From an optimization exercise on the open Yosys and OpenROAD flow, aimed at small area, a short achievable clock period and few clock cycles; shortcuts taken in it are not production practice.
Function was checked by simulation only, so behaviour that the tests miss may differ from the original.

==> flow/design.v <==
module  IP(input [1:64] in,
		   output [1:32] L_i_var,
		   output [1:32] R_i_var);	
assign  {L_i_var, R_i_var} = {in[58],in[50],in[42],in[34],in[26],in[18],in[10],in[2],
						              		  in[60],in[52],in[44],in[36],in[28],in[20],in[12],in[4],
					               			  in[62],in[54],in[46],in[38],in[30],in[22],in[14],in[6],
							                in[64],in[56],in[48],in[40],in[32],in[24],in[16],in[8],
								              in[57],in[49],in[41],in[33],in[25],in[17],in[9],in[1],
								              in[59],in[51],in[43],in[35],in[27],in[19],in[11],in[3],
								              in[61],in[53],in[45],in[37],in[29],in[21],in[13],in[5],
								              in[63],in[55],in[47],in[39],in[31],in[23],in[15],in[7]};
endmodule 
module IP_ni(input [1:64] in,
			       output [1:64] out);
	assign   out = {in[40],in[8],in[48],in[16],in[56],in[24],in[64],in[32],
				         	in[39],in[7],in[47],in[15],in[55],in[23],in[63],in[31],
					        in[38],in[6],in[46],in[14],in[54],in[22],in[62],in[30],
				          in[37],in[5],in[45],in[13],in[53],in[21],in[61],in[29],
					        in[36],in[4],in[44],in[12],in[52],in[20],in[60],in[28],
					        in[35],in[3],in[43],in[11],in[51],in[19],in[59],in[27],
				         	in[34],in[2],in[42],in[10],in[50],in[18],in[58],in[26],
				         	in[33],in[1],in[41],in[9],in[49],in[17],in[57],in[25]};
endmodule 
module pc_1(input [1:64] key_i,
	          output [1:28] C0,
	          output [1:28] D0);
assign     C0={key_i[57],key_i[49],key_i[41],key_i[33],key_i[25],key_i[17],key_i[9],
				       key_i[1],key_i[58],key_i[50],key_i[42],key_i[34],key_i[26],key_i[18],
				       key_i[10],key_i[2],key_i[59],key_i[51],key_i[43],key_i[35],key_i[27],
				       key_i[19],key_i[11],key_i[3],key_i[60],key_i[52],key_i[44],key_i[36]};
assign         D0={key_i[63],key_i[55],key_i[47],key_i[39],key_i[31],key_i[33],key_i[15],
				           key_i[7],key_i[62],key_i[54],key_i[46],key_i[38],key_i[30],key_i[22],
				           key_i[14],key_i[6],key_i[61],key_i[53],key_i[45],key_i[37],key_i[29],
				           key_i[21],key_i[13],key_i[5],key_i[28],key_i[20],key_i[12],key_i[4]};
endmodule
module s1(stage1_input,stage1_output);
input [5:0] stage1_input;
output [3:0] stage1_output;
reg [3:0] stage1_output;
always @(  stage1_input)
begin
   case(stage1_input)					 
	    0: stage1_output = 4'd14; 
        1: stage1_output = 4'd0; 
        2: stage1_output = 4'd4; 
        3: stage1_output = 4'd15; 
        4: stage1_output = 4'd13; 
        5: stage1_output = 4'd7; 
        6: stage1_output = 4'd1; 
        7: stage1_output = 4'd4; 
        8: stage1_output = 4'd2; 
        9: stage1_output = 4'd14; 
        10: stage1_output = 4'd15; 
        11: stage1_output = 4'd2; 
        12: stage1_output = 4'd11; 
        13: stage1_output = 4'd13; 
        14: stage1_output = 4'd8; 
        15: stage1_output = 4'd1; 
        16: stage1_output = 4'd3; 
        17: stage1_output = 4'd10; 
        18: stage1_output = 4'd10; 
        19: stage1_output = 4'd6; 
        20: stage1_output = 4'd6; 
        21: stage1_output = 4'd12; 
        22: stage1_output = 4'd12; 
        23: stage1_output = 4'd11; 
        24: stage1_output = 4'd5; 
        25: stage1_output = 4'd9; 
        26: stage1_output = 4'd9; 
        27: stage1_output = 4'd5; 
        28: stage1_output = 4'd0; 
        29: stage1_output = 4'd3; 
        30: stage1_output = 4'd7; 
        31: stage1_output = 4'd8; 
        32: stage1_output = 4'd4; 
        33: stage1_output = 4'd15; 
        34: stage1_output = 4'd1; 
        35: stage1_output = 4'd12; 
        36: stage1_output = 4'd14; 
        37: stage1_output = 4'd8; 
        38: stage1_output = 4'd8; 
        39: stage1_output = 4'd2; 
        40: stage1_output = 4'd13; 
        41: stage1_output = 4'd4; 
        42: stage1_output = 4'd6; 
        43: stage1_output = 4'd9; 
        44: stage1_output = 4'd2; 
        45: stage1_output = 4'd1; 
        46: stage1_output = 4'd11; 
        47: stage1_output = 4'd7; 
        48: stage1_output = 4'd15; 
        49: stage1_output = 4'd5; 
        50: stage1_output = 4'd12; 
        51: stage1_output = 4'd11; 
        52: stage1_output = 4'd9; 
        53: stage1_output = 4'd3; 
        54: stage1_output = 4'd7; 
        55: stage1_output = 4'd14; 
        56: stage1_output = 4'd3; 
        57: stage1_output = 4'd10; 
        58: stage1_output = 4'd10; 
        59: stage1_output = 4'd0; 
        60: stage1_output = 4'd5; 
        61: stage1_output = 4'd6; 
        62: stage1_output = 4'd0; 
        63: stage1_output = 4'd13;   
   endcase
end
endmodule
module s2(stage1_input,stage1_output);
input [5:0] stage1_input;
output [3:0] stage1_output;
reg [3:0] stage1_output;
always @( stage1_input)
begin
   case(stage1_input)			 
        0: stage1_output = 4'd15; 
        1: stage1_output = 4'd3; 
        2: stage1_output = 4'd1; 
        3: stage1_output = 4'd13; 
        4: stage1_output = 4'd8; 
        5: stage1_output = 4'd4; 
        6: stage1_output = 4'd14; 
        7: stage1_output = 4'd7; 
        8: stage1_output = 4'd6; 
        9: stage1_output = 4'd15; 
        10: stage1_output = 4'd11; 
        11: stage1_output = 4'd2; 
        12: stage1_output = 4'd3; 
        13: stage1_output = 4'd8; 
        14: stage1_output = 4'd4; 
        15: stage1_output = 4'd14; 
        16: stage1_output = 4'd9; 
        17: stage1_output = 4'd12; 
        18: stage1_output = 4'd7; 
        19: stage1_output = 4'd0; 
        20: stage1_output = 4'd2; 
        21: stage1_output = 4'd1; 
        22: stage1_output = 4'd13; 
        23: stage1_output = 4'd10; 
        24: stage1_output = 4'd12; 
        25: stage1_output = 4'd6; 
        26: stage1_output = 4'd0; 
        27: stage1_output = 4'd9; 
        28: stage1_output = 4'd5; 
        29: stage1_output = 4'd11; 
        30: stage1_output = 4'd10; 
        31: stage1_output = 4'd5; 
        32: stage1_output = 4'd0; 
        33: stage1_output = 4'd13; 
        34: stage1_output = 4'd14; 
        35: stage1_output = 4'd8; 
        36: stage1_output = 4'd7; 
        37: stage1_output = 4'd10; 
        38: stage1_output = 4'd11; 
        39: stage1_output = 4'd1; 
        40: stage1_output = 4'd10; 
        41: stage1_output = 4'd3; 
        42: stage1_output = 4'd4; 
        43: stage1_output = 4'd15; 
        44: stage1_output = 4'd13; 
        45: stage1_output = 4'd4; 
        46: stage1_output = 4'd1; 
        47: stage1_output = 4'd2; 
        48: stage1_output = 4'd5; 
        49: stage1_output = 4'd11; 
        50: stage1_output = 4'd8; 
        51: stage1_output = 4'd6; 
        52: stage1_output = 4'd12; 
        53: stage1_output = 4'd7; 
        54: stage1_output = 4'd6; 
        55: stage1_output = 4'd12; 
        56: stage1_output = 4'd9; 
        57: stage1_output = 4'd0; 
        58: stage1_output = 4'd3; 
        59: stage1_output = 4'd5; 
        60: stage1_output = 4'd2; 
        61: stage1_output = 4'd14; 
        62: stage1_output = 4'd15; 
        63: stage1_output = 4'd9;   
  endcase
end
endmodule 
module s3(stage1_input,stage1_output);
input [5:0] stage1_input;
output [3:0] stage1_output;
reg [3:0] stage1_output;
always @(  stage1_input)
begin
   case(stage1_input)   			 
        0: stage1_output = 4'd10 ; 
        1: stage1_output = 4'd13 ; 
        2: stage1_output = 4'd0 ; 
        3: stage1_output = 4'd7 ; 
        4: stage1_output = 4'd9 ; 
        5: stage1_output = 4'd0 ; 
        6: stage1_output = 4'd14 ; 
        7: stage1_output = 4'd9 ; 
        8: stage1_output = 4'd6 ; 
        9: stage1_output = 4'd3 ; 
        10: stage1_output = 4'd3 ; 
        11: stage1_output = 4'd4 ; 
        12: stage1_output = 4'd15 ; 
        13: stage1_output = 4'd6 ; 
        14: stage1_output = 4'd5 ; 
        15: stage1_output = 4'd10 ; 
        16: stage1_output = 4'd1 ; 
        17: stage1_output = 4'd2 ; 
        18: stage1_output = 4'd13 ; 
        19: stage1_output = 4'd8 ; 
        20: stage1_output = 4'd12 ; 
        21: stage1_output = 4'd5 ; 
        22: stage1_output = 4'd7 ; 
        23: stage1_output = 4'd14 ; 
        24: stage1_output = 4'd11 ; 
        25: stage1_output = 4'd12 ; 
        26: stage1_output = 4'd4 ; 
        27: stage1_output = 4'd11 ; 
        28: stage1_output = 4'd2 ; 
        29: stage1_output = 4'd15 ; 
        30: stage1_output = 4'd8 ; 
        31: stage1_output = 4'd1 ; 
        32: stage1_output = 4'd13 ; 
        33: stage1_output = 4'd1 ; 
        34: stage1_output = 4'd6 ; 
        35: stage1_output = 4'd10 ; 
        36: stage1_output = 4'd4 ; 
        37: stage1_output = 4'd13 ; 
        38: stage1_output = 4'd9 ; 
        39: stage1_output = 4'd0 ; 
        40: stage1_output = 4'd8 ; 
        41: stage1_output = 4'd6 ; 
        42: stage1_output = 4'd15 ; 
        43: stage1_output = 4'd9 ; 
        44: stage1_output = 4'd3 ; 
        45: stage1_output = 4'd8 ; 
        46: stage1_output = 4'd0 ; 
        47: stage1_output = 4'd7 ; 
        48: stage1_output = 4'd11 ; 
        49: stage1_output = 4'd4 ; 
        50: stage1_output = 4'd1 ; 
        51: stage1_output = 4'd15 ; 
        52: stage1_output = 4'd2 ; 
        53: stage1_output = 4'd14 ; 
        54: stage1_output = 4'd12 ; 
        55: stage1_output = 4'd3 ; 
        56: stage1_output = 4'd5 ; 
        57: stage1_output = 4'd11 ; 
        58: stage1_output = 4'd10 ; 
        59: stage1_output = 4'd5 ; 
        60: stage1_output = 4'd14 ; 
        61: stage1_output = 4'd2 ; 
        62: stage1_output = 4'd7 ; 
        63: stage1_output = 4'd12 ; 
   endcase
end
endmodule
module s4(stage1_input,stage1_output);
input [5:0] stage1_input;
output [3:0] stage1_output;
reg [3:0] stage1_output;
always @(  stage1_input)
begin
   case(stage1_input)			 
        0: stage1_output = 4'd7; 
        1: stage1_output = 4'd13; 
        2: stage1_output = 4'd13; 
        3: stage1_output = 4'd8; 
        4: stage1_output = 4'd14; 
        5: stage1_output = 4'd11; 
        6: stage1_output = 4'd3; 
        7: stage1_output = 4'd5; 
        8: stage1_output = 4'd0; 
        9: stage1_output = 4'd6; 
        10: stage1_output = 4'd6; 
        11: stage1_output = 4'd15; 
        12: stage1_output = 4'd9; 
        13: stage1_output = 4'd0; 
        14: stage1_output = 4'd10; 
        15: stage1_output = 4'd3; 
        16: stage1_output = 4'd1; 
        17: stage1_output = 4'd4; 
        18: stage1_output = 4'd2; 
        19: stage1_output = 4'd7; 
        20: stage1_output = 4'd8; 
        21: stage1_output = 4'd2; 
        22: stage1_output = 4'd5; 
        23: stage1_output = 4'd12; 
        24: stage1_output = 4'd11; 
        25: stage1_output = 4'd1; 
        26: stage1_output = 4'd12; 
        27: stage1_output = 4'd10; 
        28: stage1_output = 4'd4; 
        29: stage1_output = 4'd14; 
        30: stage1_output = 4'd15; 
        31: stage1_output = 4'd9; 
        32: stage1_output = 4'd10; 
        33: stage1_output = 4'd3; 
        34: stage1_output = 4'd6; 
        35: stage1_output = 4'd15; 
        36: stage1_output = 4'd9; 
        37: stage1_output = 4'd0; 
        38: stage1_output = 4'd0; 
        39: stage1_output = 4'd6; 
        40: stage1_output = 4'd12; 
        41: stage1_output = 4'd10; 
        42: stage1_output = 4'd11; 
        43: stage1_output = 4'd1; 
        44: stage1_output = 4'd7; 
        45: stage1_output = 4'd13; 
        46: stage1_output = 4'd13; 
        47: stage1_output = 4'd8; 
        48: stage1_output = 4'd15; 
        49: stage1_output = 4'd9; 
        50: stage1_output = 4'd1; 
        51: stage1_output = 4'd4; 
        52: stage1_output = 4'd3; 
        53: stage1_output = 4'd5; 
        54: stage1_output = 4'd14; 
        55: stage1_output = 4'd11; 
        56: stage1_output = 4'd5; 
        57: stage1_output = 4'd12; 
        58: stage1_output = 4'd2; 
        59: stage1_output = 4'd7; 
        60: stage1_output = 4'd8; 
        61: stage1_output = 4'd2; 
        62: stage1_output = 4'd4; 
        63: stage1_output = 4'd14; 
   endcase
end
endmodule
module s5(stage1_input,stage1_output);
input [5:0] stage1_input;
output [3:0] stage1_output;
reg [3:0] stage1_output;
always @(  stage1_input)
begin
   case(stage1_input)			 
        0: stage1_output = 4'd2; 
        1: stage1_output = 4'd14; 
        2: stage1_output = 4'd12; 
        3: stage1_output = 4'd11; 
        4: stage1_output = 4'd4; 
        5: stage1_output = 4'd2; 
        6: stage1_output = 4'd1; 
        7: stage1_output = 4'd12; 
        8: stage1_output = 4'd7; 
        9: stage1_output = 4'd4; 
        10: stage1_output = 4'd10; 
        11: stage1_output = 4'd7; 
        12: stage1_output = 4'd11; 
        13: stage1_output = 4'd13; 
        14: stage1_output = 4'd6; 
        15: stage1_output = 4'd1; 
        16: stage1_output = 4'd8; 
        17: stage1_output = 4'd5; 
        18: stage1_output = 4'd5; 
        19: stage1_output = 4'd0; 
        20: stage1_output = 4'd3; 
        21: stage1_output = 4'd15; 
        22: stage1_output = 4'd15; 
        23: stage1_output = 4'd10; 
        24: stage1_output = 4'd13; 
        25: stage1_output = 4'd3; 
        26: stage1_output = 4'd0; 
        27: stage1_output = 4'd9; 
        28: stage1_output = 4'd14; 
        29: stage1_output = 4'd8; 
        30: stage1_output = 4'd9; 
        31: stage1_output = 4'd6; 
        32: stage1_output = 4'd4; 
        33: stage1_output = 4'd11; 
        34: stage1_output = 4'd2; 
        35: stage1_output = 4'd8; 
        36: stage1_output = 4'd1; 
        37: stage1_output = 4'd12; 
        38: stage1_output = 4'd11; 
        39: stage1_output = 4'd7; 
        40: stage1_output = 4'd10; 
        41: stage1_output = 4'd1; 
        42: stage1_output = 4'd13; 
        43: stage1_output = 4'd14; 
        44: stage1_output = 4'd7; 
        45: stage1_output = 4'd2; 
        46: stage1_output = 4'd8; 
        47: stage1_output = 4'd13; 
        48: stage1_output = 4'd15; 
        49: stage1_output = 4'd6; 
        50: stage1_output = 4'd9; 
        51: stage1_output = 4'd15; 
        52: stage1_output = 4'd12; 
        53: stage1_output = 4'd0; 
        54: stage1_output = 4'd5; 
        55: stage1_output = 4'd9; 
        56: stage1_output = 4'd6; 
        57: stage1_output = 4'd10; 
        58: stage1_output = 4'd3; 
        59: stage1_output = 4'd4; 
        60: stage1_output = 4'd0; 
        61: stage1_output = 4'd5; 
        62: stage1_output = 4'd14; 
        63: stage1_output = 4'd3; 
   endcase
end
endmodule 
module s6(stage1_input,stage1_output);
input [5:0] stage1_input;
output [3:0] stage1_output;
reg [3:0] stage1_output;
always @(  stage1_input)
begin
   case(stage1_input)			 
        0: stage1_output = 4'd12; 
        1: stage1_output = 4'd10; 
        2: stage1_output = 4'd1; 
        3: stage1_output = 4'd15; 
        4: stage1_output = 4'd10; 
        5: stage1_output = 4'd4; 
        6: stage1_output = 4'd15; 
        7: stage1_output = 4'd2; 
        8: stage1_output = 4'd9; 
        9: stage1_output = 4'd7; 
        10: stage1_output = 4'd2; 
        11: stage1_output = 4'd12; 
        12: stage1_output = 4'd6; 
        13: stage1_output = 4'd9; 
        14: stage1_output = 4'd8; 
        15: stage1_output = 4'd5; 
        16: stage1_output = 4'd0; 
        17: stage1_output = 4'd6; 
        18: stage1_output = 4'd13; 
        19: stage1_output = 4'd1; 
        20: stage1_output = 4'd3; 
        21: stage1_output = 4'd13; 
        22: stage1_output = 4'd4; 
        23: stage1_output = 4'd14; 
        24: stage1_output = 4'd14; 
        25: stage1_output = 4'd0; 
        26: stage1_output = 4'd7; 
        27: stage1_output = 4'd11; 
        28: stage1_output = 4'd5; 
        29: stage1_output = 4'd3; 
        30: stage1_output = 4'd11; 
        31: stage1_output = 4'd8; 
        32: stage1_output = 4'd9; 
        33: stage1_output = 4'd4; 
        34: stage1_output = 4'd14; 
        35: stage1_output = 4'd3; 
        36: stage1_output = 4'd15; 
        37: stage1_output = 4'd2; 
        38: stage1_output = 4'd5; 
        39: stage1_output = 4'd12; 
        40: stage1_output = 4'd2; 
        41: stage1_output = 4'd9; 
        42: stage1_output = 4'd8; 
        43: stage1_output = 4'd5; 
        44: stage1_output = 4'd12; 
        45: stage1_output = 4'd15; 
        46: stage1_output = 4'd3; 
        47: stage1_output = 4'd10; 
        48: stage1_output = 4'd7; 
        49: stage1_output = 4'd11; 
        50: stage1_output = 4'd0; 
        51: stage1_output = 4'd14; 
        52: stage1_output = 4'd4; 
        53: stage1_output = 4'd1; 
        54: stage1_output = 4'd10; 
        55: stage1_output = 4'd7; 
        56: stage1_output = 4'd1; 
        57: stage1_output = 4'd6; 
        58: stage1_output = 4'd13; 
        59: stage1_output = 4'd0; 
        60: stage1_output = 4'd11; 
        61: stage1_output = 4'd8; 
        62: stage1_output = 4'd6; 
        63: stage1_output = 4'd13; 
   endcase
end
endmodule
module s7(stage1_input,stage1_output);
input [5:0] stage1_input;
output [3:0] stage1_output;
reg [3:0] stage1_output;
always @(  stage1_input)
begin
   case(stage1_input)			 
        0: stage1_output = 4'd4; 
        1: stage1_output = 4'd13; 
        2: stage1_output = 4'd11; 
        3: stage1_output = 4'd0; 
        4: stage1_output = 4'd2; 
        5: stage1_output = 4'd11; 
        6: stage1_output = 4'd14; 
        7: stage1_output = 4'd7; 
        8: stage1_output = 4'd15; 
        9: stage1_output = 4'd4; 
        10: stage1_output = 4'd0; 
        11: stage1_output = 4'd9; 
        12: stage1_output = 4'd8; 
        13: stage1_output = 4'd1; 
        14: stage1_output = 4'd13; 
        15: stage1_output = 4'd10; 
        16: stage1_output = 4'd3; 
        17: stage1_output = 4'd14; 
        18: stage1_output = 4'd12; 
        19: stage1_output = 4'd3; 
        20: stage1_output = 4'd9; 
        21: stage1_output = 4'd5; 
        22: stage1_output = 4'd7; 
        23: stage1_output = 4'd12; 
        24: stage1_output = 4'd5; 
        25: stage1_output = 4'd2; 
        26: stage1_output = 4'd10; 
        27: stage1_output = 4'd15; 
        28: stage1_output = 4'd6; 
        29: stage1_output = 4'd8; 
        30: stage1_output = 4'd1; 
        31: stage1_output = 4'd6; 
        32: stage1_output = 4'd1; 
        33: stage1_output = 4'd6; 
        34: stage1_output = 4'd4; 
        35: stage1_output = 4'd11; 
        36: stage1_output = 4'd11; 
        37: stage1_output = 4'd13; 
        38: stage1_output = 4'd13; 
        39: stage1_output = 4'd8; 
        40: stage1_output = 4'd12; 
        41: stage1_output = 4'd1; 
        42: stage1_output = 4'd3; 
        43: stage1_output = 4'd4; 
        44: stage1_output = 4'd7; 
        45: stage1_output = 4'd10; 
        46: stage1_output = 4'd14; 
        47: stage1_output = 4'd7; 
        48: stage1_output = 4'd10; 
        49: stage1_output = 4'd9; 
        50: stage1_output = 4'd15; 
        51: stage1_output = 4'd5; 
        52: stage1_output = 4'd6; 
        53: stage1_output = 4'd0; 
        54: stage1_output = 4'd8; 
        55: stage1_output = 4'd15; 
        56: stage1_output = 4'd0; 
        57: stage1_output = 4'd14; 
        58: stage1_output = 4'd5; 
        59: stage1_output = 4'd2; 
        60: stage1_output = 4'd9; 
        61: stage1_output = 4'd3; 
        62: stage1_output = 4'd2; 
        63: stage1_output = 4'd12; 
   endcase
end
endmodule
module s8(stage1_input,stage1_output);
input [5:0] stage1_input;
output [3:0] stage1_output;
reg [3:0] stage1_output;
always @(stage1_input)
begin
   case(stage1_input)			 
        0: stage1_output = 4'd13; 
        1: stage1_output = 4'd1; 
        2: stage1_output = 4'd2; 
        3: stage1_output = 4'd15; 
        4: stage1_output = 4'd8; 
        5: stage1_output = 4'd13; 
        6: stage1_output = 4'd4; 
        7: stage1_output = 4'd8; 
        8: stage1_output = 4'd6; 
        9: stage1_output = 4'd10; 
        10: stage1_output = 4'd15; 
        11: stage1_output = 4'd3; 
        12: stage1_output = 4'd11; 
        13: stage1_output = 4'd7; 
        14: stage1_output = 4'd1; 
        15: stage1_output = 4'd4; 
        16: stage1_output = 4'd10; 
        17: stage1_output = 4'd12; 
        18: stage1_output = 4'd9; 
        19: stage1_output = 4'd5; 
        20: stage1_output = 4'd3; 
        21: stage1_output = 4'd6; 
        22: stage1_output = 4'd14; 
        23: stage1_output = 4'd11; 
        24: stage1_output = 4'd5; 
        25: stage1_output = 4'd0; 
        26: stage1_output = 4'd0; 
        27: stage1_output = 4'd14; 
        28: stage1_output = 4'd12; 
        29: stage1_output = 4'd9; 
        30: stage1_output = 4'd7; 
        31: stage1_output = 4'd2; 
        32: stage1_output = 4'd7; 
        33: stage1_output = 4'd2; 
        34: stage1_output = 4'd11; 
        35: stage1_output = 4'd1; 
        36: stage1_output = 4'd4; 
        37: stage1_output = 4'd14; 
        38: stage1_output = 4'd1; 
        39: stage1_output = 4'd7; 
        40: stage1_output = 4'd9; 
        41: stage1_output = 4'd4; 
        42: stage1_output = 4'd12; 
        43: stage1_output = 4'd10; 
        44: stage1_output = 4'd14; 
        45: stage1_output = 4'd8; 
        46: stage1_output = 4'd2; 
        47: stage1_output = 4'd13; 
        48: stage1_output = 4'd0; 
        49: stage1_output = 4'd15; 
        50: stage1_output = 4'd6; 
        51: stage1_output = 4'd12; 
        52: stage1_output = 4'd10; 
        53: stage1_output = 4'd9; 
        54: stage1_output = 4'd13; 
        55: stage1_output = 4'd0; 
        56: stage1_output = 4'd15; 
        57: stage1_output = 4'd3; 
        58: stage1_output = 4'd3; 
        59: stage1_output = 4'd5; 
        60: stage1_output = 4'd5; 
        61: stage1_output = 4'd6; 
        62: stage1_output = 4'd8; 
        63: stage1_output = 4'd11; 
   endcase
end
endmodule
module key_get(input [1:56] K,
               input [1:28] C0, D0,
               input des_mode,
               input idle,
               input [3:0] cnt,
               output [1:56] K_next);
	wire one = (cnt == 4'd0) || (cnt == 4'd7) || (cnt == 4'd14);
	wire [1:28] C = K[1:28];
	wire [1:28] D = K[29:56];
	wire [1:56] load = des_mode ? {C0, D0} : {C0[2:28], C0[1], D0[2:28], D0[1]};
	wire [1:56] rl1 = {C[2:28], C[1], D[2:28], D[1]};
	wire [1:56] rl2 = {C[3:28], C[1:2], D[3:28], D[1:2]};
	wire [1:56] rr1 = {C[28], C[1:27], D[28], D[1:27]};
	wire [1:56] rr2 = {C[27:28], C[1:26], D[27:28], D[1:26]};
	assign K_next = idle ? load :
	                des_mode ? (one ? rr1 : rr2) : (one ? rl1 : rl2);
endmodule
module des_f(input [1:32] R,
             input [1:56] K,
             output [1:32] f);
	wire [1:48] expandedR = {R[32],R[1],R[2],R[3],R[4],R[5],
	                         R[4],R[5],R[6],R[7],R[8],R[9],
	                         R[8],R[9],R[10],R[11],R[12],R[13],
	                         R[12],R[13],R[14],R[15],R[16],R[17],
	                         R[16],R[17],R[18],R[19],R[20],R[21],
	                         R[20],R[21],R[22],R[23],R[24],R[25],
	                         R[24],R[25],R[26],R[27],R[28],R[29],
	                         R[28],R[29],R[30],R[31],R[32],R[1]};
	wire [1:48] subkey = {K[14],K[17],K[11],K[24],K[1],K[5],
	                      K[3],K[28],K[15],K[6],K[21],K[10],
	                      K[23],K[19],K[12],K[4],K[26],K[8],
	                      K[16],K[7],K[27],K[20],K[13],K[2],
	                      K[41],K[52],K[31],K[37],K[47],K[55],
	                      K[30],K[40],K[51],K[45],K[33],K[48],
	                      K[44],K[49],K[39],K[56],K[34],K[53],
	                      K[46],K[42],K[50],K[36],K[29],K[32]};
	wire [1:48] a = expandedR ^ subkey;
	wire [1:32] s;
	s1 sbox1(.stage1_input(a[1:6]),   .stage1_output(s[1:4]));
	s2 sbox2(.stage1_input(a[7:12]),  .stage1_output(s[5:8]));
	s3 sbox3(.stage1_input(a[13:18]), .stage1_output(s[9:12]));
	s4 sbox4(.stage1_input(a[19:24]), .stage1_output(s[13:16]));
	s5 sbox5(.stage1_input(a[25:30]), .stage1_output(s[17:20]));
	s6 sbox6(.stage1_input(a[31:36]), .stage1_output(s[21:24]));
	s7 sbox7(.stage1_input(a[37:42]), .stage1_output(s[25:28]));
	s8 sbox8(.stage1_input(a[43:48]), .stage1_output(s[29:32]));
	assign f = {s[16],s[7],s[20],s[21],s[29],s[12],s[28],s[17],
	            s[1],s[15],s[23],s[26],s[5],s[18],s[31],s[10],
	            s[2],s[8],s[24],s[14],s[32],s[27],s[3],s[9],
	            s[19],s[13],s[30],s[6],s[22],s[11],s[4],s[25]};
endmodule
module contrl(input clk,
              input reset,
              input des_enable,
              input idle,
              input last,
              output reg active,
              output reg ready_o);
	always @(posedge clk or negedge reset)
		if (reset == 1'b0) begin
			active <= 1'b0;
			ready_o <= 1'b0;
		end else begin
			active <= idle ? des_enable : (active & ~last);
			ready_o <= ready_o | (active & last);
		end
endmodule
module  des(input clk,
            input des_enable,
            input reset,
            input des_mode,
            input [1:64] data_i,
            input [1:64] key_i,
            output wire [1:64] data_o,
            output reg ready_o);
	wire [1:32] L_i_var, R_i_var;
	wire [1:28] C0, D0;
	wire [1:32] f;
	wire [1:56] Key_next;
	reg [1:32] L, R;
	reg [1:56] K;
	reg active;
	reg [3:0] cnt;
	wire idle = ~active & ~ready_o;
	wire last = (cnt == 4'd15);
	IP IP1(.in(data_i), .L_i_var(L_i_var), .R_i_var(R_i_var));
	IP_ni IP_ni(.in({R, L}), .out(data_o));
	pc_1 pc_1(.key_i(key_i), .C0(C0), .D0(D0));
	des_f des_f1(.R(R), .K(K), .f(f));
	key_get key_get(.K(K), .C0(C0), .D0(D0), .des_mode(des_mode), .idle(idle),
	                .cnt(cnt), .K_next(Key_next));
	wire [1:32] L_sel = idle ? R_i_var : (ready_o ? R : L);
	always @(posedge clk) begin
		R <= L_sel ^ (f & {32{active}});
		L <= idle ? L_i_var : (ready_o ? L : R);
		K <= Key_next;
		cnt <= active ? cnt + 4'd1 : 4'd0;
	end
	contrl contrl1(.clk(clk), .reset(reset), .des_enable(des_enable), .idle(idle),
	               .last(last), .active(active), .ready_o(ready_o));
endmodule
==> flow/run.sh <==
#!/bin/bash
# synth_recipe.tcl (not shown) runs the flow's synth.tcl, then flattens the netlist and writes it again
# the make line also repeats each setting of config.mk as NAME=value (left out here)
make -C /OpenROAD-flow-scripts/flow DESIGN_CONFIG=/design/flow/config.mk WORK_HOME=/design/flow/orfs CLKGATE_MAP_FILE= SYNTH_SCRIPT=/design/flow/synth_recipe.tcl finish
==> flow/config.mk <==
export PLATFORM = sky130hd
export DESIGN_NAME = des
export DESIGN_NICKNAME = des
export VERILOG_FILES = /design/flow/design.v
export SDC_FILE = /design/flow/constraint.sdc
export NUM_CORES = 4
export LEC_CHECK = 0
export CAP_MARGIN = 20
export CORE_MARGIN = 2
export CORE_UTILIZATION = 40
export PLACE_DENSITY = 0.6
export SLEW_MARGIN = 20
==> flow/constraint.sdc <==
create_clock -name core_clock -period 5.0 [get_ports {clk}]
set_input_delay 1.0000 -clock core_clock [delete_from_list [all_inputs] [get_ports {clk}]]
set_output_delay 1.0000 -clock core_clock [all_outputs]
set_load 0.01 [all_outputs]
==> results.py, run 1 <==
metrics = {
    "yosys": {
        "synth_seq_cells": 126,
        "synthCells": 1406,
        "synth_simple_gate_area_frac": 0.114,
        "synth_xor_xnor_area_share": 0.118,
        "yosysSeqAreaShare": 0.221,
        "syn-mean-instance-area_um2": 9.20,
        "synthAdderAreaFrac": 0.0600,
        "number_of_flops_mapped_to_enable_cells_by_yosys": 32,
        "synth-main-ff-cell": "dfxtp_1",
        "post_synth_mux_area_share": 0.267,
        "syn_area_um2": 12900,
        "yosys_warnings": 10,
        "dominant_combinational_cell_family_by_area_after_synthesis": "multiplexers",
        "postSynth.asyncResetShare": 0.0159,
        "ys_types": 74,
        "synth_compound_area_frac": 0.173,
        "postSynthNetCount": 1600,
    },
    "drt": {
        "routed_via_density": 5.99,
        "post_drt_wl_per_cell_um": 21.1,
        "wirelength_um": 41200,
        "drt_iter0_markers": 1205,
        "antenna_left": 0,
        "vias": 11673,
        "detail_route.drc_violations": 0,
        "dr.pass1.iters": 7,
    },
    "die": {
        "rows": 65,
        "fp.dieH_um": 184,
        "die_w_um": 184,
        "die-area_um2": 33800,
        "start_util": 0.408,
        "core-area_um2": 31700,
        "ios": 197,
    },
    "setup_path": {
        "crit_type": "flip-flop to flip-flop",
        "r2r_start": "R[5]$_DFF_P_",
        "reg2reg_setup_slack_ps": 1530,
        "r2r_end": "R[17]$_DFF_P_",
        "worst-endpoint-required_ps": 5350,
        "worst_path_dominant_cell_family": "XOR/XNOR gates",
        "max_stage_delay_ps": 770,
        "reg2regPathDepth": 10,
        "cpMaxStageDelayCell": "xnor2_1",
        "critPathLaunchType": "flip-flop",
        "path_cells": "xnor2_1 > inv_1 > ha_1 > clkinv_1 > xnor2_1 > mux4_2 > nor2_1 > a31oi_1 > xor2_1 > a32oi_1",
        "critPathBufInv": 2,
        "worstSetupEndpointType": "flip-flop",
        "worstPathArrival_ps": 3830,
        "path_max_fanout": 10,
        "cp_common_cell": "xnor2_1",
    },
    "finish": {
        "layout-drive-gt1-share": 0.143,
        "fillCellCount": 2941,
        "nets": 1728,
        "most_frequent_cells_in_the_layout": "clkdlybuf4s50_1, nor2_1, nand2_1",
        "antenna_cells_inserted": 0,
        "design_area_um2": 15700,
        "layout.cells.most_common": "clkdlybuf4s50_1",
        "layout-area-overhead-vs-synth_pct": 21.4,
    },
    "timing": {
        "fin_skew_ps": 10.7,
        "finalMaxSlewViolations": 0,
        "timing.hold.ws_ps": 449,
        "min_period_ps": 3470,
        "setup_total_neg_slack_ps": 0,
        "grt_setup_unrepaired": "false",
        "worst_slew_pin_slew_ps": 1150,
        "fmax_mhz": 288,
        "final_min_period_over_clock_period": 0.694,
        "hold_viol": 0,
        "finalWorstSetupSlack_ps": 1530,
        "relSlewSlack": 0.226,
        "setup_viol": 0,
    },
    "hold_path": {
        "hold-path-endpoint": "cnt[0]$_SDFF_PN0_",
        "min-delay-path-class": "flip-flop to flip-flop",
        "hp-start": "cnt[0]$_SDFF_PN0_",
        "min_delay_path_depth": 1,
    },
    "global_route": {
        "first_global_vias": 11221,
        "grt_max_degree": 74,
        "antenna_found_initial": 0,
        "grt_first_pass_wirelength_um": 63700,
        "overflow": 0,
        "overall_global_routing_usage": 0.243,
    },
    "clocking": {
        "cts_max_level": 4,
        "postCtsSetupRepairBufs": 0,
        "post_cts_hold_buffer_count": 0,
        "tritoncts": "built",
        "root_buffer": "clkbuf_16",
        "post_cts_resize_count": 0,
        "clk_pin_slew_worst_paths_ps": 60,
        "cts_made_buffers": 17,
        "clk_latency_ps": 440,
        "max-clock-path-buffers": 2,
        "cts_num_sinks": 126,
    },
    "flow_run": {
        "max_cap_violations": 0,
    },
    "placed_design": {
        "dpl.hpwl_um": 30300,
        "placement.cell_area_um2": 15100,
        "numPortBuffers": 187,
        "gp_congestion": 0.925,
        "pre_cts_ws_ps": 1580,
    },
    "status": {
        "status": "timing/DRC/antenna clean",
    },
}
-- worst max path at each step --
| stage | start | depth (start not counted) | end | slack (ps) |
|---|---|---|---|---|
| 2_1_floorplan | R[12]$_DFF_P_ | 10 | R[16]$_DFF_P_ | 2120 |
| 3_3_place_gp | R[5]$_DFF_P_ | 10 | R[17]$_DFF_P_ | 1590 |
| 3_5_place_dp | R[5]$_DFF_P_ | 10 | R[17]$_DFF_P_ | 1580 |
| 4_1_cts | R[5]$_DFF_P_ | 10 | R[17]$_DFF_P_ | 1550 |
| 5_1_grt | R[5]$_DFF_P_ | 10 | R[17]$_DFF_P_ | 1290 |
| 6_report | R[5]$_DFF_P_ | 10 | R[17]$_DFF_P_ | 1530 |
-- through the flow --
| step | instances | utilization |
|---|---|---|
| floorplan | 1406 | - |
| global placement | 1917 | 0.476 |
| detailed placement | 1917 | 0.476 |
| CTS | 1949 | 0.495 |
| global route | 1949 | 0.495 |
| finish | 1949 | 0.495 |
-- cells in the mapped netlist, types with 4 or more instances --
master / instances / area share
nand2b_1: 8 / 0.0039
buf_1: 9 / 0.0026
a31oi_1: 21 / 0.010
a22o_1: 5 / 0.0034
clkbuf_1: 60 / 0.017
o221ai_1: 8 / 0.0054
a221oi_1: 7 / 0.0047
a2111oi_0: 4 / 0.0027
a32oi_1: 4 / 0.0027
o21ai_0: 32 / 0.012
a21oi_1: 99 / 0.038
o311ai_0: 6 / 0.0041
a311oi_1: 14 / 0.0095
edfxtp_1: 32 / 0.074
o211ai_1: 33 / 0.019
mux4_2: 82 / 0.14
dfxtp_1: 92 / 0.14
o22ai_1: 12 / 0.0058
nand3_1: 32 / 0.012
ha_1: 62 / 0.060
o21ai_1: 4 / 0.0015
nor2_1: 138 / 0.040
mux2i_1: 102 / 0.079
xor2_1: 57 / 0.039
inv_1: 38 / 0.011
xor2_2: 10 / 0.013
a211oi_1: 26 / 0.015
and2_1: 4 / 0.0019
xnor2_1: 88 / 0.060
nand2_1: 104 / 0.030
buf_2: 36 / 0.014
inv_2: 5 / 0.0015
mux2_2: 45 / 0.039
a211o_1: 5 / 0.0034
xnor2_2: 4 / 0.0050
o31ai_1: 11 / 0.0064
a22oi_1: 7 / 0.0041
nor3_1: 33 / 0.013
or3_1: 15 / 0.0073
-- cell families after synthesis --
| group | Yosys count |
|---|---|
| compound gates | 330 |
| xor+xnor | 160 |
| fa+ha+maj | 62 |
| buf+inv | 151 |
| flops | 126 |
| mux | 233 |
| simple gates | 344 |
-- registers in the layout, indices dropped and copies added, names as in the netlist --
signal,count
K,56
contrl1.active,1
contrl1.ready_o,1
cnt,4
L,32
R,32
-- cell type report --
cell class / count / area, µm² / area share
repair buffers: 215 / 2090 / 0.133
clock buffers: 18 / 450 / 0.0287
multi-input cells: 1129 / 9490 / 0.604
flip-flops and latches: 126 / 2860 / 0.182
clock inverters: 14 / 144 / 0.00916
well taps: 402 / 503 / 0.0320
inverters: 45 / 169 / 0.0108
-- metal layers --
| metal | GRT usage | vias to the layer above | routed length (µm) |
|---|---|---|---|
| met5 | 0 | - | 0 |
| met4 | 0.111 | 0 | 1820 |
| met3 | 0.0394 | 80 | 2040 |
| met2 | 0.395 | 380 | 19300 |
| met1 | 0.317 | 5714 | 18000 |
| li1 | - | 5499 | - |
Testbench counts, summed over its fixed seeds: cycles 43,200.
==> run 2: changes to the inputs <==
--- a/flow/config.mk
+++ b/flow/config.mk
@@ -6,7 +6,9 @@
 export NUM_CORES = 4
 export LEC_CHECK = 0
+export ABC_CLOCK_PERIOD_IN_PS = 2000
 export CAP_MARGIN = 20
 export CORE_MARGIN = 2
 export CORE_UTILIZATION = 40
 export PLACE_DENSITY = 0.6
+export SETUP_SLACK_MARGIN = 3.0
 export SLEW_MARGIN = 20
==> run 2 against run 1 <==
Compared with the run above: sequential share of layout area is 3.2 points lower; critical path depth shrank 2; setup slack better by 950 ps; cell area increased by 30%; global-route usage is 3.5 points higher.
==> results.py, run 2 <==
metrics = {
    "status": {
        "status": "timing/DRC/antenna clean",
    },
    "finish": {
        "layout.cells.most_common": "buf_4",
        "nets": 2009,
        "fillCellCount": 2425,
        "layout-drive-gt1-share": 0.475,
        "largest_reg_flops": 56,
        "most_frequent_cells_in_the_layout": "buf_4, clkdlybuf4s50_1, nor2_1",
        "multi_input_gate_area_um2": 11500,
        "reg_top3": "K (56), L (32), R (32)",
        "layout.area.seq_um2": 3060,
        "layout-area-overhead-vs-synth_pct": 58.1,
        "largest_register_by_flop_count": "K",
    },
    "drt": {
        "antenna_left": 0,
        "post_drt_wl_per_cell_um": 22.6,
        "routed_via_density": 6.07,
        "detail_route.drc_violations": 0,
        "drt_iter0_markers": 1447,
        "vias": 13539,
        "wirelength_um": 50400,
        "dr.pass1.iters": 6,
    },
    "yosys": {
        "syn_area_um2": 12900,
        "syn-mean-instance-area_um2": 9.20,
        "synth_commonest_cells": "nor2_1, nand2_1, mux2i_1, a21oi_1, dfxtp_1",
        "ys_top_cells_by_area": "mux4_2, dfxtp_1, mux2i_1",
        "number_of_flops_mapped_to_enable_cells_by_yosys": 32,
        "postSynthNetCount": 1600,
        "synth_top_area_share": 0.143,
        "yosys_warnings": 10,
        "synth_seq_cells": 126,
        "synthCells": 1406,
        "yosysMostFrequentCell": "nor2_1",
        "synth-main-ff-cell": "dfxtp_1",
        "ys_types": 74,
        "postSynth.asyncResetShare": 0.0159,
        "synthDominantAreaCellType": "mux4_2",
        "yosysSeqAreaShare": 0.221,
    },
    "setup_path": {
        "r2r_start": "K[48]$_DFF_P_",
        "critPathLaunchType": "flip-flop",
        "path_cells": "xor2_4 > buf_6 > ha_4 > mux4_2 > mux4_2 > nand2_2 > xor2_2 > a22oi_2",
        "crit_type": "flip-flop to flip-flop",
        "worst_path_dominant_cell_family": "multiplexers",
        "worstSetupEndpointType": "flip-flop",
        "r2r_end": "R[11]$_DFF_P_",
        "critPathBufInv": 1,
        "cpMaxStageDelayCell": "mux4_2",
        "worst-endpoint-required_ps": 5320,
        "worstPathArrival_ps": 2840,
        "max_stage_delay_ps": 530,
        "reg2reg_setup_slack_ps": 2480,
        "path_max_fanout": 5,
        "reg2regPathDepth": 8,
        "cp_common_cell": "mux4_2",
    },
    "hold_path": {
        "min-delay-path-class": "flip-flop to flip-flop",
        "hp-start": "cnt[0]$_SDFF_PN0_",
        "min_delay_path_depth": 1,
        "hold-path-endpoint": "cnt[0]$_SDFF_PN0_",
    },
    "global_route": {
        "antenna_found_initial": 2,
        "grt_first_pass_wirelength_um": 71500,
        "grt_max_degree": 78,
        "overflow": 0,
        "first_global_vias": 12407,
        "overall_global_routing_usage": 0.278,
    },
    "placed_design": {
        "dpl.hpwl_um": 30100,
        "numPortBuffers": 187,
        "gp_congestion": 0.931,
    },
    "timing": {
        "relSlewSlack": 0.542,
        "worst_slew_pin_slew_ps": 686,
        "fin_skew_ps": 17.8,
        "min_period_ps": 2520,
        "setup_viol": 0,
        "grt_setup_unrepaired": "true",
        "timing.hold.ws_ps": 461,
        "fmax_mhz": 397,
        "setup_total_neg_slack_ps": 0,
        "hold_viol": 0,
        "finalMaxSlewViolations": 0,
        "final_min_period_over_clock_period": 0.504,
    },
    "die": {
        "core-area_um2": 31700,
        "start_util": 0.408,
        "rows": 65,
        "die-area_um2": 33800,
        "fp.dieH_um": 184,
        "die_w_um": 184,
        "ios": 197,
    },
    "clocking": {
        "cts_num_sinks": 126,
        "root_buffer": "clkbuf_16",
        "clk_latency_ps": 450,
        "clk_pin_slew_worst_paths_ps": 60,
        "max-clock-path-buffers": 2,
        "cts_made_buffers": 17,
        "tritoncts": "built",
        "cts_max_level": 4,
        "post_cts_hold_buffer_count": 0,
    },
    "flow_run": {
        "max_cap_violations": 0,
    },
}
run 2: cell counts after synthesis:
No cell type changed its count.
run 2: metal layers:
metal  up-vias  part of all wire  routed length [µm]  global-route usage
li1       6071                 -                   -                   -
met1      6682              0.41               20800               0.370
met2       705              0.47               23900               0.446
met3        81             0.079                4000              0.0539
met4         0             0.034                1690               0.107
met5         -                 0                   0                   0
run 2: timing repair:
item / CTS / global route
buffers inserted: 191 / 84
gates resized for setup: 529 / 208
setup endpoints to repair: 186 / 145
cloned: 5 / 6
pin swaps: 71 / 79
run 2: metrics by stage:
stage | util | instance area (µm²) | setup slack [ps] | instances
floorplan | - | 13800 | 2580 | 1406
global placement | 0.494 | 15700 | 2090 | 1912
detailed placement | 0.494 | 15700 | 2000 | 1912
CTS | 0.589 | 18700 | 2510 | 2140
global route | 0.645 | 20400 | 2440 | 2231
finish | 0.645 | 20400 | 2480 | 2231
run 2: cells by family (layout without fill, tap and decap cells):
group           count (synthesis)  after routing  share of synthesized area
compound gates                330            330                      0.173
xor+xnor                      160            162                      0.118
fa+ha+maj                      62             62                     0.0600
buf+inv                       151            570                     0.0476
flops                         126            126                      0.221
mux                           233            233                      0.267
other cells                     0              1                          0
simple gates                  344            345                      0.114
run 2: how the worst max path moves through the flow:
stage / start / endpoint / slack, ps / cells after the start
detailed placement: K[46]$_DFF_P_ / R[21]$_DFF_P_ / 2000 / 6
global route: K[48]$_DFF_P_ / R[11]$_DFF_P_ / 2440 / 8
CTS: K[6]$_DFF_P_ / R[18]$_DFF_P_ / 2510 / 7
floorplan: R[20]$_DFF_P_ / R[8]$_DFF_P_ / 2580 / 10
finish: K[48]$_DFF_P_ / R[11]$_DFF_P_ / 2480 / 8
global placement: K[46]$_DFF_P_ / R[21]$_DFF_P_ / 2090 / 6
run 2: cell type report:
type,count,share of cell area
flip-flops and latches,126,0.150
clock buffers,27,0.0257
well taps,402,0.0246
inverters,45,0.0107
clock inverters,5,0.00129
repair buffers,493,0.224
multi-input cells,1132,0.564
diodes,1,0.000122

[what the ideal ports hide]
The flow's constraints put no driver on any port. The routed layouts listed below were extracted and timed again, unchanged, in two steps.
Step 1 sets driving cells, clkbuf_16 on the clock port and buf_2 on the other inputs (assumed; they add their load-dependent delay and slew).
Step 2 times the ports against the registers' clock, not the clock port: input delays grow and output delays shrink by t, the midpoint of the rising clock arrivals with the driver on.
Slacks: ideal / step 1 / step 2; pairs: ideal / step 1.
run | t, ns | setup WS [ns] | latest minus earliest clock arrival (ns)
run 1 | 0.489 | 1.528 / 1.528 / 1.528 | 0.011 / 0.011
run 2 | 0.495 | 2.478 / 2.478 / 2.478 | 0.019 / 0.019
After both steps setup and hold are still met in every run listed.
